Context: an optimization exercise on an open-source flow, tuned for small area, a short achievable clock period and few clock cycles per item. The choices shown serve that exercise and are no tape-out recipe.
Only simulation tests tie the RTL to the original design; equivalence was not proved.

## flow/design.v

```verilog
module lzc #(
  parameter int unsigned WIDTH = 2,
  parameter bit          MODE  = 1'b0,   
  parameter int unsigned CNT_WIDTH = (WIDTH > 1) ? $clog2(WIDTH) : 1
) (
  input  logic [WIDTH-1:0]     in_i,
  output logic [CNT_WIDTH-1:0] cnt_o,
  output logic                 empty_o
);
  always_comb begin
    cnt_o = '0;
    if (MODE) begin
      for (int i = 0; i < WIDTH; i++) begin
        if (in_i[i]) cnt_o = CNT_WIDTH'(WIDTH - 1 - i);
      end
    end else begin
      for (int i = WIDTH - 1; i >= 0; i--) begin
        if (in_i[i]) cnt_o = CNT_WIDTH'(i);
      end
    end
  end
  assign empty_o = ~(|in_i);
endmodule
module stream_arbiter #(
  parameter int unsigned DW    = 32,
  parameter int unsigned N_INP = 2
) (
  input  logic                   clk_i,
  input  logic                   rst_ni,
  input  logic [N_INP*DW-1:0]    inp_data_i,
  input  logic [N_INP-1:0]       inp_valid_i,
  output logic [N_INP-1:0]       inp_ready_o,
  output logic [DW-1:0]          oup_data_o,
  output logic                   oup_valid_o,
  input  logic                   oup_ready_i
);
  logic lock_q, lock_d;    
  logic sel_q;             
  logic sel;
  assign sel = lock_q ? sel_q : inp_valid_i[1];
  assign oup_valid_o = inp_valid_i[sel];
  assign oup_data_o  = sel ? inp_data_i[2*DW-1:DW] : inp_data_i[DW-1:0];
  assign inp_ready_o[0] = oup_ready_i & ~sel;
  assign inp_ready_o[1] = oup_ready_i & sel;
  assign lock_d = oup_valid_o & ~oup_ready_i;
  always_ff @(posedge clk_i or negedge rst_ni) begin
    if (!rst_ni) begin
      lock_q <= 1'b0;
      sel_q  <= 1'b0;
    end else begin
      lock_q <= lock_d;
      sel_q  <= sel;
    end
  end
endmodule
module snitch_shared_muldiv #(
  parameter int unsigned IdWidth = 8,
  parameter int unsigned DataWidth = 32
) (
  input  logic                 clk_i,
  input  logic                 rst_ni,
  input  logic [31:0]          acc_qaddr_i,   
  input  logic [IdWidth-1:0]   acc_qid_i,
  input  logic [31:0]          acc_qdata_op_i,   
  input  logic [DataWidth-1:0] acc_qdata_arga_i,
  input  logic [DataWidth-1:0] acc_qdata_argb_i,
  input  logic [DataWidth-1:0] acc_qdata_argc_i,
  input  logic                 acc_qvalid_i,
  output logic                 acc_qready_o,
  output logic [DataWidth-1:0] acc_pdata_o,
  output logic [IdWidth-1:0]   acc_pid_o,
  output logic                 acc_perror_o,
  output logic                 acc_pvalid_o,
  input  logic                 acc_pready_i
);
  logic st_nega_q, st_norm_q, st_shift_q, st_dstep_q, st_mstep_q, st_fix_q, st_done_q;
  logic        out_free;
  assign out_free = acc_pready_i;
  logic idle;
  logic busy_q;   
  assign idle = ~busy_q | (st_done_q & out_free);
  logic [2:0] f3;
  assign f3 = acc_qdata_op_i[14:12];
  logic in_div, in_sdiv, in_negA, in_negB;
  assign in_div  = f3[2];
  assign in_sdiv = f3[2] & ~f3[0];                         
  assign in_negA = in_sdiv & acc_qdata_arga_i[31];
  assign in_negB = in_sdiv & acc_qdata_argb_i[31];
  logic div_q, rem_q, negA_q, negB_q, sa_q, sb_q, outh_q, xtra_q, mext_q, first_q;
  logic [IdWidth-1:0] id_q;
  logic [33:0] H_q;    
  logic [31:0] L_q;    
  logic [32:0] M_q;    
  logic [4:0]  cnt_q;  
  logic [4:0]  ksh_q;  
  logic        xsel_h, xsel_l, invx, one0, two0, inv0, cin0, one1, two1, inv1;
  logic        n_xh, n_xl, n_invx, n_one0, n_two0, n_inv0, n_cin0, n_one1, n_two1, n_inv1;
  logic [36:0] xop, y0, y1, csa_s, csa_c, sum;
  logic [36:0] msx;
  assign msx = {{4{M_q[32]}}, M_q};
  assign xop = (({37{xsel_h}} & {{3{H_q[33]}}, H_q}) | ({37{xsel_l}} & {5'b0, L_q})) ^ {37{invx}};
  assign y0  = (({37{one0}} & msx) | ({37{two0}} & {msx[35:0], 1'b0})) ^ {37{inv0}};
  assign y1  = (({37{one1}} & {msx[34:0], 2'b0}) | ({37{two1}} & {msx[33:0], 3'b0})) ^ {37{inv1}};
  assign csa_s = xop ^ y0 ^ y1;
  assign csa_c = {(xop[35:0] & y0[35:0]) | (xop[35:0] & y1[35:0]) | (y0[35:0] & y1[35:0]), inv1};
  assign sum = csa_s + csa_c + {36'b0, cin0};
  logic        xa, xb;
  logic [4:0]  za, zb;
  logic        za_empty, zb_empty;
  assign xa = ~div_q & sa_q & H_q[31];
  assign xb = div_q ? negB_q : (sb_q & L_q[31]);
  lzc #(.WIDTH(32), .MODE(1'b1)) i_lzc_a (.in_i(H_q[31:0] ^ {32{xa}}), .cnt_o(za), .empty_o(za_empty));
  lzc #(.WIDTH(32), .MODE(1'b1)) i_lzc_b (.in_i(L_q ^ {32{xb}}), .cnt_o(zb), .empty_o(zb_empty));
  logic [5:0] za6, zb6;
  assign za6 = za_empty ? 6'd32 : {1'b0, za};
  assign zb6 = zb_empty ? 6'd32 : {1'b0, zb};
  logic [5:0] sdiff;
  logic       bzero;
  assign sdiff = (zb_empty ? 6'd31 : {1'b0, zb}) - za6;
  assign bzero = zb_empty & ~negB_q;
  logic [3:0] ma, mb;
  logic       swap;
  assign ma   = (za6 < 6'd3) ? 4'd8 : 4'((6'd36 - za6) >> 2);
  assign mb   = (zb6 < 6'd3) ? 4'd8 : 4'((6'd36 - zb6) >> 2);
  assign swap = ({1'b0, ma} + 5'd1) < {1'b0, mb};
  logic [31:0] fhi, flo, fout;
  logic [4:0]  fk;
  assign fk  = ksh_q;
  always_comb begin
    if (st_shift_q) begin             
      fhi = {1'b0, L_q[31:1]};
      flo = {L_q[0], 31'b0};
    end else if (outh_q) begin        
      fhi = {32{H_q[33]}};
      flo = H_q[31:0];
    end else begin                    
      fhi = H_q[31:0];
      flo = L_q;
    end
  end
  logic [47:0] f16;
  logic [39:0] f8;
  logic [35:0] f4;
  logic [33:0] f2;
  assign f16  = fk[4] ? {fhi, flo[31:16]}       : {fhi[15:0], flo};
  assign f8   = fk[3] ? f16[47:8]               : f16[39:0];
  assign f4   = fk[2] ? f8[39:4]                : f8[35:0];
  assign f2   = fk[1] ? f4[35:2]                : f4[33:0];
  assign fout = fk[0] ? f2[32:1]                : f2[31:0];
  logic last_cnt;
  assign last_cnt = (cnt_q == 5'd0);
  logic negq;
  assign negq = negA_q ^ negB_q;
  assign acc_qready_o = idle;
  assign acc_pvalid_o = st_done_q;
  assign acc_perror_o = 1'b0;
  assign acc_pid_o    = id_q;
  assign acc_pdata_o  = f4[31:0];
  logic qbit;
  assign qbit = ~sum[36];
  logic n_nega, n_norm, n_shift, n_dstep, n_mstep, n_fix, n_done;
  logic [4:0] nb;   
  always_comb begin
    n_xh = 1'b0; n_xl = 1'b0; n_invx = 1'b0;
    n_one0 = 1'b0; n_two0 = 1'b0; n_inv0 = 1'b0; n_cin0 = 1'b0;
    n_one1 = 1'b0; n_two1 = 1'b0; n_inv1 = 1'b0;
    if (idle) nb = {acc_qdata_argb_i[3:0], 1'b0};
    else if (first_q & swap) nb = {H_q[3:0], 1'b0};
    else if (~first_q & last_cnt) nb = {4'b0000, L_q[3]};    
    else nb = L_q[7:3];
    if (n_mstep) begin
      n_xh   = ~idle;   
      n_inv0 = nb[2]; n_cin0 = nb[2];
      n_one0 = nb[1] ^ nb[0];
      n_two0 = (nb[2] & ~nb[1] & ~nb[0]) | (~nb[2] & nb[1] & nb[0]);
      n_inv1 = nb[4];
      n_one1 = nb[3] ^ nb[2];
      n_two1 = (nb[4] & ~nb[3] & ~nb[2]) | (~nb[4] & nb[3] & nb[2]);
    end
    if (n_dstep) begin
      n_xh = 1'b1; n_one0 = 1'b1; n_inv0 = ~negB_q; n_cin0 = ~negB_q;
    end
    if (n_nega) begin
      n_xh = 1'b1; n_invx = 1'b1; n_cin0 = 1'b1;
    end
    if (n_fix) begin
      if (rem_q) begin
        n_xh = 1'b1; n_invx = negA_q; n_cin0 = negA_q;
      end else if (st_norm_q & bzero) begin
        n_inv0 = 1'b1;   
      end else begin
        n_xl = 1'b1; n_invx = 1'b1; n_cin0 = 1'b1;
      end
    end
  end
  always_comb begin
    n_nega = 1'b0; n_norm = 1'b0; n_shift = 1'b0; n_dstep = 1'b0;
    n_mstep = 1'b0; n_fix = 1'b0; n_done = 1'b0;
    if (idle & acc_qvalid_i) begin
      if (!in_div) n_mstep = 1'b1;
      else if (in_negA) n_nega = 1'b1;
      else n_norm = 1'b1;
    end
    if (st_nega_q) n_norm = 1'b1;
    if (st_norm_q) begin
      if (bzero) begin
        if (rem_q ? negA_q : 1'b1) n_fix = 1'b1;
        else n_done = 1'b1;
      end else if (sdiff[5]) begin
        if (rem_q & negA_q) n_fix = 1'b1;
        else n_done = 1'b1;
      end else n_shift = 1'b1;
    end
    if (st_shift_q) n_dstep = 1'b1;
    if (st_dstep_q) begin
      if (!last_cnt) n_dstep = 1'b1;
      else if (rem_q ? negA_q : negq) n_fix = 1'b1;
      else n_done = 1'b1;
    end
    if (st_mstep_q) begin
      if (first_q) begin
        if (swap | (mb != 4'd1)) n_mstep = 1'b1;
        else n_done = 1'b1;
      end else if (~xtra_q & (~last_cnt | mext_q)) n_mstep = 1'b1;
      else n_done = 1'b1;
    end
    if (st_fix_q) n_done = 1'b1;
    if (st_done_q & ~out_free) n_done = 1'b1;
  end
  always_ff @(posedge clk_i) begin
    xsel_h <= n_xh; xsel_l <= n_xl; invx <= n_invx;
    one0 <= n_one0; two0 <= n_two0; inv0 <= n_inv0; cin0 <= n_cin0;
    one1 <= n_one1; two1 <= n_two1; inv1 <= n_inv1;
  end
  always_ff @(posedge clk_i or negedge rst_ni) begin
    if (!rst_ni) begin
      st_nega_q <= 1'b0; st_norm_q <= 1'b0; st_shift_q <= 1'b0; st_dstep_q <= 1'b0;
      st_mstep_q <= 1'b0; st_fix_q <= 1'b0; st_done_q <= 1'b0;
      busy_q <= 1'b0;
    end else begin
      st_nega_q <= n_nega; st_norm_q <= n_norm; st_shift_q <= n_shift; st_dstep_q <= n_dstep;
      st_mstep_q <= n_mstep; st_fix_q <= n_fix; st_done_q <= n_done;
      busy_q <= n_nega | n_norm | n_shift | n_dstep | n_mstep | n_fix | n_done;
    end
  end
  always_ff @(posedge clk_i) begin
    if (idle) begin
      id_q    <= acc_qid_i;
      div_q   <= in_div;
      rem_q   <= f3[1];
      negA_q  <= in_negA;
      negB_q  <= in_negB;
      sa_q    <= ~f3[1] | ~f3[0];                  
      sb_q    <= ~f3[1];                           
      outh_q  <= in_div ? f3[1] : (f3[1] | f3[0]);   
      H_q     <= {{2{in_negA}}, acc_qdata_arga_i};
      L_q     <= acc_qdata_argb_i;
      M_q     <= {acc_qdata_arga_i[31] & (~f3[1] | ~f3[0]), acc_qdata_arga_i};
      first_q <= 1'b1;
      xtra_q  <= 1'b0;
    end
    if (st_nega_q) H_q <= sum[33:0];
    if (st_norm_q) begin
      cnt_q   <= sdiff[4:0];
      ksh_q   <= (bzero | sdiff[5]) ? 5'd0 : ~sdiff[4:0];
      if (bzero | sdiff[5]) L_q <= '0;
    end
    if (st_shift_q) begin
      M_q <= {negB_q, fout};
      L_q <= '0;
      ksh_q <= 5'd0;
    end
    if (st_dstep_q) begin
      if (qbit) H_q <= sum[33:0];
      L_q   <= {L_q[30:0], qbit};
      M_q   <= {M_q[32], M_q[32:1]};
      cnt_q <= cnt_q - 5'd1;
    end
    if (st_mstep_q & first_q & swap) begin
      first_q <= 1'b0;
      cnt_q   <= {1'b0, ma - 4'd1};
      ksh_q   <= {3'(4'd8 - ma), 2'b00};
      mext_q  <= 1'b0;
      H_q     <= '0;
      L_q     <= H_q[31:0];
      M_q     <= {L_q[31] & sb_q, L_q};
    end else if (st_mstep_q) begin
      if (first_q) begin
        first_q <= 1'b0;
        ksh_q   <= {3'(4'd8 - mb), 2'b00};
        mext_q  <= (zb6 == 6'd0);
      end
      if (xtra_q) begin
        H_q <= sum[33:0];
      end else begin
        H_q     <= {sum[36], sum[36:4]};
        L_q     <= {sum[3:0], L_q[31:4]};
        cnt_q   <= first_q ? {1'b0, mb - 4'd2} : cnt_q - 5'd1;
        if (~first_q & last_cnt) xtra_q <= 1'b1;
      end
    end
    if (st_fix_q) begin
      H_q    <= sum[33:0];
      outh_q <= 1'b1;
    end
  end
endmodule
```

## flow/run.sh

```bash
#!/bin/bash
# synth_recipe.tcl (not shown) runs the flow's synth.tcl, then flattens the netlist and writes it again
# the make line also repeats each setting of config.mk as NAME=value (left out here)
make -C /OpenROAD-flow-scripts/flow DESIGN_CONFIG=/design/flow/config.mk WORK_HOME=/design/flow/orfs CLKGATE_MAP_FILE= SYNTH_SCRIPT=/design/flow/synth_recipe.tcl finish
```

## flow/config.mk

```make
export PLATFORM = sky130hd
export DESIGN_NAME = snitch_shared_muldiv
export DESIGN_NICKNAME = snitch_shared_muldiv
export VERILOG_FILES = /design/flow/design.v
export SDC_FILE = /design/flow/constraint.sdc
export NUM_CORES = 4
export LEC_CHECK = 0
export ABC_AREA = 1
export CAP_MARGIN = 20
export CORE_MARGIN = 2
export CORE_UTILIZATION = 40
export SETUP_SLACK_MARGIN = 5
export SLEW_MARGIN = 20
```

## flow/constraint.sdc

```tcl
create_clock -name core_clock -period 11.0 [get_ports {clk_i}]
set_input_delay 2.2000 -clock core_clock [delete_from_list [all_inputs] [get_ports {clk_i}]]
set_output_delay 2.2000 -clock core_clock [all_outputs]
set_load 0.01 [all_outputs]
```

==> reports/qor.yml <==
outcome: "timing/DRC/antenna clean"
fp.dieArea_um2: 44600
antenna_found_initial: 0
cts.root.buffer_cell: "clkbuf_16"
place.gp.congestion: 0.9785
fin_skew_ns: 0.01169
clkSinkCount: 145
die_h_um: 211.2
synth_area_um2: 17170
track_usage_pct: 32.94
num_io_pins: 215
setup_tns_ns: 0
core_um2: 42130
crit_path_max_fanout: 30
drive_above_1_share_pct: 8.617
layoutNonFillerInstCount: 3208
crit_path_end_kind: "output port"
dp_hpwl_mm: 56.81
num_rows: 75
syn-instance-count: 2614
area_growth_syn_to_layout_pct: 16.57
drtIter0Drc: 2883
max_cap_viol_count: 0
firstDrtPassIters: 7
multi_input_area_um2: 12030
synth_edf_count: 47
register_area_um2: 3436
port_buffers: 120
ys.flop_type: "dfxtp_1"
grt_max_degree: 96
synth.avg_cell_area_um2: 6.569
start_util_pct: 40.75
postPlaceCellArea_um2: 18480
finalMaxSlewViolations: 0
detail-route-antenna-nets: 0
finalCriticalPeriod_ns: 5.956
nets: 2916
worstPathRequired_ns: 8.80
cts_buffers: 17
cts_max_level: 4
rsz0062_at_grt: "false"
utilization_pct: 47.51
start_kind: "register"
path_class: "reg2out"
diodes: 0
clk_pin_slew_ns: 0.06
ys_warn_count: 2
fmax_mhz: 167.9
dp_cells: 3135
fillCellCount: 4310
vias_per_cell: 6.124
hold_class: "reg2reg"
hold_buffers: 0
hold_violations: 0
slew_headroom_pct: 21.01
grt_pass1_wl_mm: 109.7
drc: 0
timing.final.crit_share_pct: 54.15
synthArstFlopShare_pct: 5.517
synth_seq_cells: 145
postLayoutCellArea_um2: 20020
wire_per_inst_um: 23.87
grt_pass1_vias: 17600
dr_total_vias: 19650
ys_seq_area_share_pct: 19.88
tightest_slew_ns: 1.185
worstPathArrival_ns: 3.76
globalRouteOverflowTotal: 0
synth_fp_nets: 2874
cts_tree: "yes"
synth_cell_types: 62
setup_viol: 0
routed_wirelength_mm: 76.56
clk_latency_ns: 0.47
max-clock-path-buffers: 2
die_w_um: 211.2
==> path summary, 6_finish.rpt <==
kind	from	end	slack, ns	cells after the start
setup / recovery	st_shift_q$_DFF_PN0_	acc_pdata_o[15]	5.04	10
hold / removal	mext_q$_SDFFE_PP0P_	mext_q$_SDFFE_PP0P_	0.50	2
setup reg to reg	L_q[5]$_DFF_P_	H_q[14]$_DFF_P_	5.17	31
hold reg to reg	mext_q$_SDFFE_PP0P_	mext_q$_SDFFE_PP0P_	0.50	2
max in group asynchronous	rst_ni	st_shift_q$_DFF_PN0_	8.72	1
min in group asynchronous	rst_ni	busy_q$_DFF_PN0_	2.01	1
==> cell type report <==
| cell class | instances | area share, % |
|---|---|---|
| Multi-Input combinational cell | 1969 | 60.11 |
| Clock buffer | 17 | 2.125 |
| Timing Repair inverter | 4 | 0.1750 |
| Clock inverter | 15 | 0.9376 |
| Inverter | 331 | 6.507 |
| Tap cell | 539 | 3.369 |
| Timing Repair Buffer | 188 | 9.614 |
| Sequential cell | 145 | 17.16 |
==> registers in the layout, summed over array words and instances, names as in the netlist, 5 cells and up <==
name / flops
M_q: 33
ksh_q: 5
H_q: 34
L_q: 32
id_q: 8
cnt_q: 5
==> layout by cell type, fill, tap and decap left out, drive strengths merged, types with 90 or more instances in the layout <==
cell	Yosys	final
a21oi	129	129
clkdlybuf4s50	0	120
dfxtp	90	90
inv	323	328
nand2	509	510
nor2	250	250
o21ai	304	304
o22ai	136	136
xor2	189	189
==> repair_timing <==
item                       4_1_cts  5_1_grt
setup buffers                    5       26
gates resized for setup         29      103
pin swaps                        2       17
cloned                           3        7
setup endpoints to repair      167      167
==> synth_stat cells, types with 9 or more instances <==
| master | count | share of area (%) |
|---|---|---|
| nand2_1 | 495 | 11 |
| inv_1 | 310 | 6.8 |
| nor2_1 | 246 | 5.4 |
| o21ai_0 | 226 | 6.6 |
| xor2_1 | 187 | 9.5 |
| o22ai_1 | 136 | 5.0 |
| a21oi_1 | 126 | 3.7 |
| clkbuf_1 | 126 | 2.8 |
| dfxtp_1 | 90 | 10 |
| o21ai_1 | 68 | 2.0 |
| a31oi_1 | 64 | 2.3 |
| nand3_1 | 55 | 1.6 |
| ha_1 | 50 | 3.6 |
| edfxtp_1 | 47 | 8.2 |
| fa_1 | 38 | 4.4 |
| o211ai_1 | 37 | 1.6 |
| o221ai_1 | 37 | 1.9 |
| a22oi_1 | 31 | 1.4 |
| mux2i_1 | 28 | 1.6 |
| a211oi_1 | 26 | 1.1 |
| buf_6 | 18 | 1.2 |
| xnor2_1 | 16 | 0.82 |
| buf_1 | 13 | 0.28 |
| inv_2 | 12 | 0.26 |
| nand2_2 | 12 | 0.44 |
| nand4_1 | 10 | 0.36 |
| o21ai_2 | 10 | 0.51 |
| nor3_1 | 9 | 0.26 |
==> per-stage QoR <==
step | hold slack, ns | setup slack, ns
2_1_floorplan | 0.4560 | 5.442
3_3_place_gp | 0.4782 | 4.120
3_5_place_dp | 0.4831 | 4.013
4_1_cts | 0.4989 | 4.995
5_1_grt | 0.5317 | 4.964
6_report | 0.5006 | 5.044
==> per-layer routing <==
metal / track usage, % / routed length, um / vias to the layer above
met4: 12.02 / 3531 / 0
li1: - / - / 8928
met5: 0 / 0 / -
met3: 6.943 / 8873 / 221
met2: 49.85 / 32620 / 1246
met1: 46.01 / 31540 / 9252
==> cell families (layout without fill, tap and decap cells) <==
group / Yosys count / in the layout / share of synthesized area (%)
adders and majority gates: 88 / 88 / 8.073
AOI/OAI and AO/OA: 800 / 800 / 28.04
and+or+nand+nor: 845 / 847 / 19.80
buffers and inverters: 502 / 555 / 12.01
other: 1 / 1 / 0.02184
xor gates and xnor gates: 205 / 205 / 10.54
DFF: 145 / 145 / 19.88
muxes: 28 / 28 / 1.632
==> critical path, stage by stage (launching register included) <==
cell,delay (ns)
dfrtp_1,0.37
buf_6,0.19
inv_1,0.15
buf_4,0.37
o21ai_0,0.38
o22ai_1,0.41
nor2_1,0.07
a31oi_1,0.25
nor2_1,0.07
a31oi_1,0.38
clkdlybuf4s50_1,0.63
Testbench counts, summed over its fixed seeds: cycles 57,940, ops 8,000.

port drivers added, routing unchanged:
Ports are ideal in the flow. The routed layout listed here was re-timed in OpenROAD. Step 1 assumes that a clkbuf_16 drives the clock port and a buf_2 every other input. Step 2 adds t to the input delays and takes it off the output delays; t is the mean of the earliest and latest rising clock arrival at the registers after step 1. Input paths then give back, and output paths get back, about the clock's delay inside the block. Slacks: ideal ports / drivers / drivers and shift; pairs: ideal ports / drivers.
shift t [ns]: 0.523
setup WS [ns]: 5.044 / 4.987 / 5.175
worst register clock-pin slew, ns: 0.07 / 0.07
After both steps setup and hold are still met in this run. The setup slack of this run moves by -0.057 ns with the drivers and by +0.131 ns with both steps.
